This design comes from an exercise in tuning for small area on the open sky130 flow, not from production work.
Only simulation tests tie the RTL to the original design; equivalence was not proved.
No activity file was given, so power comes from the tool's default toggle rates.

// flash_bus_controller
module flash_bus_controller #(
	parameter PERIOD			= 8,
	parameter NUM_OF_CHIPS 			= 4,
	parameter OP_WIDTH			= 5,
	parameter BUS_ADDR_WIDTH		= 40,
	parameter LENGTH_WIDTH			= 15
)
(
	input 	i_clk,
	input 	i_rst,
	output reg				o_busy,		 
	input 	[OP_WIDTH-1:0] 			i_operation,	 
	input 	[log2(NUM_OF_CHIPS)-1:0]	i_chip,		 
	input 	[BUS_ADDR_WIDTH-1:0] 		i_addr,		 
	input 	[LENGTH_WIDTH-1:0]		i_length,	 
	input 					i_start,	 
        output  [LENGTH_WIDTH-1:0]              o_sample_count,  
        output	[NUM_OF_CHIPS-1:0] 		o_chip_ready,	 
	output	[NUM_OF_CHIPS-1:0] 		o_chip_result,	 
	output	[NUM_OF_CHIPS-1:0] 		o_chip_exists,	 
        input [15:0] i_adc_sample_fifo_data,
        input        i_adc_sample_fifo_almost_empty,
        input        i_adc_sample_fifo_empty,
        output       o_adc_sample_fifo_re,
        input        i_adc_sample_fifo_valid,
	output [12:0] o_wr_buffer_addr,
	input  [15:0] i_wr_buffer_data,
	output [12:0] o_rd_buffer_addr,
	output [15:0] o_rd_buffer_data,
	output	      o_rd_buffer_we,
	input 	[7:0] 		  i_bus_data,
	output	[7:0]	 	  o_bus_data,
	output		 	  o_bus_data_tri_n,
	output			  o_bus_we_n,
	output			  o_bus_re_n,
	output [NUM_OF_CHIPS-1:0] o_bus_ces_n,
	output			  o_bus_cle,
	output			  o_bus_ale
);
clock: 8.0 ns
lec_check: 0
cap_margin: 20
core_margin: 2
core_utilization: 40
slew_margin: 20
standard.sh (not shown) runs the stock make flow with config.mk's settings and CLKGATE_MAP_FILE= SYNTH_SCRIPT=/design/flow/synth_recipe.tcl, a recipe that flattens the netlist after the stock synthesis.
==> flow/flow/run.sh <==
#!/bin/bash
# Own layout flow: the standard synthesis unchanged; its combinational
# cells re-mapped for area (flip-flops untouched, equivalence proved); then
# the standard ORFS steps with minimum-size port buffers and a CTS without
# dummy loads. If a layout attempt fails (e.g. a routing fault), the layout
# is redone from the floorplan at a lower utilization.
set -uo pipefail
WORK=$(pwd)
R=$WORK/orfs/results/$FLOW_PLATFORM/flash_bus_controller/base
mkdir -p "$WORK/resyn_logs"
bash standard.sh synth > synth_tool.log 2>&1 || exit 1
bash flow/resyn.sh "$R" "$WORK/resyn_logs" > resyn_tool.log 2>&1 || exit 1
n=0
for util in 65 58 50 45; do
  n=$((n+1))
  if bash standard.sh \
      "CORE_UTILIZATION=$util" \
      "BUFFER_PORTS_ARGS=-buffer_cell sky130_fd_sc_hd__buf_1" \
      "CTS_ARGS=-sink_clustering_enable -repair_clock_nets -dont_use_dummy_load -buf_list {sky130_fd_sc_hd__clkbuf_4 sky130_fd_sc_hd__clkbuf_8}" \
      finish > layout_tool_try$n.log 2>&1; then
    exit 0
  fi
  # keep the failed attempt's logs, then clear every result after synthesis
  mkdir -p "$WORK/failed_try$n"
  cp -r "$WORK/orfs/logs" "$WORK/failed_try$n/" 2>/dev/null || true
  find "$R" -maxdepth 1 -name '[2-6]_*' -exec rm -rf {} +
  rm -f "$R/route.guide" "$R/updated_clks.sdc" "$R/clock_period.txt.bak" "$WORK/out/final.def"
  find "$WORK/orfs/logs/$FLOW_PLATFORM/flash_bus_controller/base" -maxdepth 1 -name '[2-6]_*' -exec rm -f {} +
  find "$WORK/orfs/reports/$FLOW_PLATFORM/flash_bus_controller/base" -maxdepth 1 -name '[2-6]_*' -exec rm -f {} +
done
exit 1
Other scripts of this flow, unchanged in this note and not shown: flow/flow/abc1.script, flow/flow/abc2.script, flow/flow/cutff.py, flow/flow/resyn.sh
Next try:
--- a/flow/design.v
+++ b/flow/design.v
@@ -82,37 +82,37 @@
 	reg [15:0] rdd;
 	reg        rdwe;
 	reg [7:0]  bin;
 	reg [7:0]  dout;
 	reg        cle, ale, wd, act;
 	wire is_w   = state[3] & state[2];
 	wire is_r   = state[3] & ~state[2] & state[1];
 	wire fresh  = act & (state == S_RESET);    
-	wire c12    = ~cnt[2] & (cnt[1] ^ cnt[0]);    
+	wire c12    = (cnt == 4'd1) | (cnt == 4'd2);
 	wire op_rs  = (op == 4'd0);
 	wire op_rst = (op == 4'd2);
 	wire op_st  = (op == 4'd3);
 	wire op_sr  = (op == 4'd4);
 	wire op_cr  = (op == 4'd5);
 	wire op_pg  = (op == 4'd6);
 	wire op_er  = (op == 4'd7);
 	wire op_id  = (op == 4'd8);
 	wire op_rp  = (op == 4'd9);
 	wire op_ck  = (op == 4'd10);
 	wire [14:0] bc    = {hi, b0};
 	wire [14:0] bc_m1 = bc - 15'd1;
 	wire        bc_is1 = (hi == 14'd0) & b0;
-	wire end6  = cnt[2] & cnt[0];               
-	wire end8  = cnt[2] & cnt[1] & cnt[0];      
-	wire end9  = cnt[3];                        
-	wire end13 = cnt[3] & cnt[2];               
+	wire end6  = (cnt == 4'd5);
+	wire end8  = (cnt == 4'd7);
+	wire end9  = (cnt == 4'd8);
+	wire end13 = (cnt == 4'd12);
 	wire endrst = (cnt == 4'd7) & (hi == 14'd0);
 	wire [3:0] dec = 4'b0001 << chip;
-	wire [1:0] nc  = ~op[1] ? chip : chip + 2'd1;
+	wire [1:0] nc  = op_rs ? chip : chip + 2'd1;
 	wire [7:0] abyte = (ab == 3'd0) ? addr[7:0]   :
 	                   (ab == 3'd1) ? addr[15:8]  :
 	                   (ab == 3'd2) ? addr[23:16] :
 	                   (ab == 3'd3) ? addr[31:24] :
 	                   (ab == 3'd4) ? addr[39:32] : {7'd0, ab == 3'd5};
 	reg [3:0]  state_n, cnt_n, op_n;
 	reg [1:0]  chip_n, so_n;
 	reg [2:0]  ab_n;
@@ -166,17 +166,17 @@
 			cnt_n = 4'd0;
 			if (so == 2'd3) begin
 				state_n = S_IDLE;
 			end else if (ready[nc]) begin
 				state_n = S_SU1;
 			end else begin
 				op_n    = 4'd0;
 				chip_n  = nc;
-				state_n = ~op[1] ? S_RSTAT : S_CMD0;
+				state_n = op_rs ? S_RSTAT : S_CMD0;
 			end
 		end
 		S_SU1: begin
 			cnt_n   = 4'd0;
 			op_n    = (so == 2'd0) ? 4'd2 : (so == 2'd1) ? 4'd3 : 4'd10;
 			chip_n  = nc;
 			hi_n    = {12'd0, 1'b1, so[1]};    
 			if (nc == 2'd3)
@@ -216,41 +216,42 @@
 				ready_n = ready & ~dec;
 			if (end6) begin
 				cnt_n   = 4'd0;
 				state_n = (op_rs | op_cr) ? S_WHR : op_rst ? S_WB : S_ADDR;
 			end
 		end
 		S_ADDR: begin
 			dout_n = abyte;
-			if (op[3] & ~op[2] & op[0])    
+			if (op_rp)
 				ready_n = ready & ~dec;
 			if (end6) begin
 				cnt_n = 4'd0;
 				if (ab[2])
-					state_n = (op[3] & ~op[2]) ? (op[0] ? S_WB : S_WHR) :         
-					          (~op[3] & op[1] & ~(op[2] & op[0])) ? S_ADL : S_CMD1;  
+					state_n = (op_pg | op_st) ? S_ADL :
+					          op_rp ? S_WB :
+					          (op_id | op_ck) ? S_WHR : S_CMD1;
 				else
 					ab_n = ab + 3'd1;
 			end
 		end
 		S_CMD1: begin
-			dout_n = op[3] ? 8'h00 : op[0] ? 8'hD0 : op[1] ? 8'h10 : 8'h30;
-			if (~op[3] & (op[0] | ~op[1]))    
+			dout_n = op_sr ? 8'h30 : op_pg ? 8'h10 : op_er ? 8'hD0 : 8'h00;
+			if (op_er | op_sr)
 				ready_n = ready & ~dec;
 			if (end6) begin
 				cnt_n   = 4'd0;
-				state_n = ~op[3] ? S_WB : S_IDLE;
+				state_n = (op_er | op_pg | op_sr) ? S_WB : S_IDLE;
 			end
 		end
 		S_WHR: begin
 			b0_n = l0;
 			if (end8) begin
 				cnt_n   = 4'd0;
-				state_n = (~op[3] & ~op[2]) ? S_RSTAT : S_RDATA;
+				state_n = op_rs ? S_RSTAT : S_RDATA;
 			end
 		end
 		S_RSTAT: begin
 			if (end6) begin
 				ready_n  = (ready  & ~dec) | (dec & {4{bin[6]}});
 				result_n = (result & ~dec) | (dec & {4{bin[0]}});
 				cnt_n    = 4'd0;
 				state_n  = S_RHW;
@@ -266,30 +267,30 @@
 		end
 		S_RHW, S_WB: begin
 			if (end13) begin
 				cnt_n   = 4'd0;
 				state_n = (so != 2'd3) ? S_SU0 : S_IDLE;
 			end
 		end
 		S_WDATA: begin
-			dout_n  = op[0] ? {5'd0, hi[1], 2'd0} : (b0 ? i_wr_buffer_data[7:0] : i_wr_buffer_data[15:8]);
+			dout_n  = op_st ? {5'd0, hi[1], 2'd0} : (b0 ? i_wr_buffer_data[7:0] : i_wr_buffer_data[15:8]);
 			ready_n = ready & ~dec;
 			if (end6) begin
 				wra_step = 1'b1;
 				{hi_n, b0_n} = bc_m1;
 				cnt_n = 4'd0;
 				if (bc_is1)
-					state_n = op[0] ? S_WB : S_CMD1;
+					state_n = op_pg ? S_CMD1 : S_WB;
 			end
 		end
 		S_RDATA: begin
 			if (end6) begin
-				rdwe_n = ~op[1] & b0;
-				if (op[3] && hi[1:0] == 2'd2 && b0 && bin != 8'd0)
+				rdwe_n = ~op_ck & b0;
+				if ((op_id | op_ck) && hi[1:0] == 2'd2 && b0 && bin != 8'd0)
 					exists_n = exists | dec;
 				{hi_n, b0_n} = bc_m1;
 				cnt_n = 4'd0;
 				if (bc_is1)
 					state_n = S_RHW;
 			end
 		end
 		S_ADC0: begin
Outcome: The new run ran to the end with no violations. Synthesized area barely changes. Clock power hardly moves. Design area stays flat. Critical path depth grows by 5. Via count decreases by 2.1%. Die area is about the same. Cell count decreases by 0.69%. Global-route usage is lower by 0.15 points. Non-clock buffer count goes up by 2. Worst setup slack is better by 0.18 ns. Maximum frequency increases by 4.1%. Worst hold slack degrades by 0.011 ns. Routed wire length stays flat.

separate check: timing with driven ports:
Ports are ideal in the flow. The routed layouts listed here were re-timed in OpenROAD. Step 1 (the two cells are an assumption about what drives the block):
set clk [get_ports {i_clk}]
set_driving_cell -lib_cell sky130_fd_sc_hd__clkbuf_16 $clk
set_driving_cell -lib_cell sky130_fd_sc_hd__buf_2 [delete_from_list [all_inputs] $clk]
Step 2 adds t to the input delays and takes it off the output delays; t is the mean of the earliest and latest rising clock arrival at the registers after step 1. Input paths then give back, and output paths get back, about the clock's delay inside the block. Three values: ideal, step 1, step 2; two values: the first two.
| run | t (ns) | slack for setup (ns) | clock arrival spread, ns | worst data-port slew with drivers (ns) |
|---|---|---|---|---|
| the first run | 0.475 | 3.399 / 3.362 / 3.809 | 0.024 / 0.024 | 0.06 |
| the second run | 0.487 | 3.582 / 3.595 / 3.108 | 0.030 / 0.030 | 0.05 |
After both steps setup and hold are still met in every run listed. The setup slack of the second run, which loses most, moves by +0.013 ns with the drivers and by -0.474 ns with both steps.
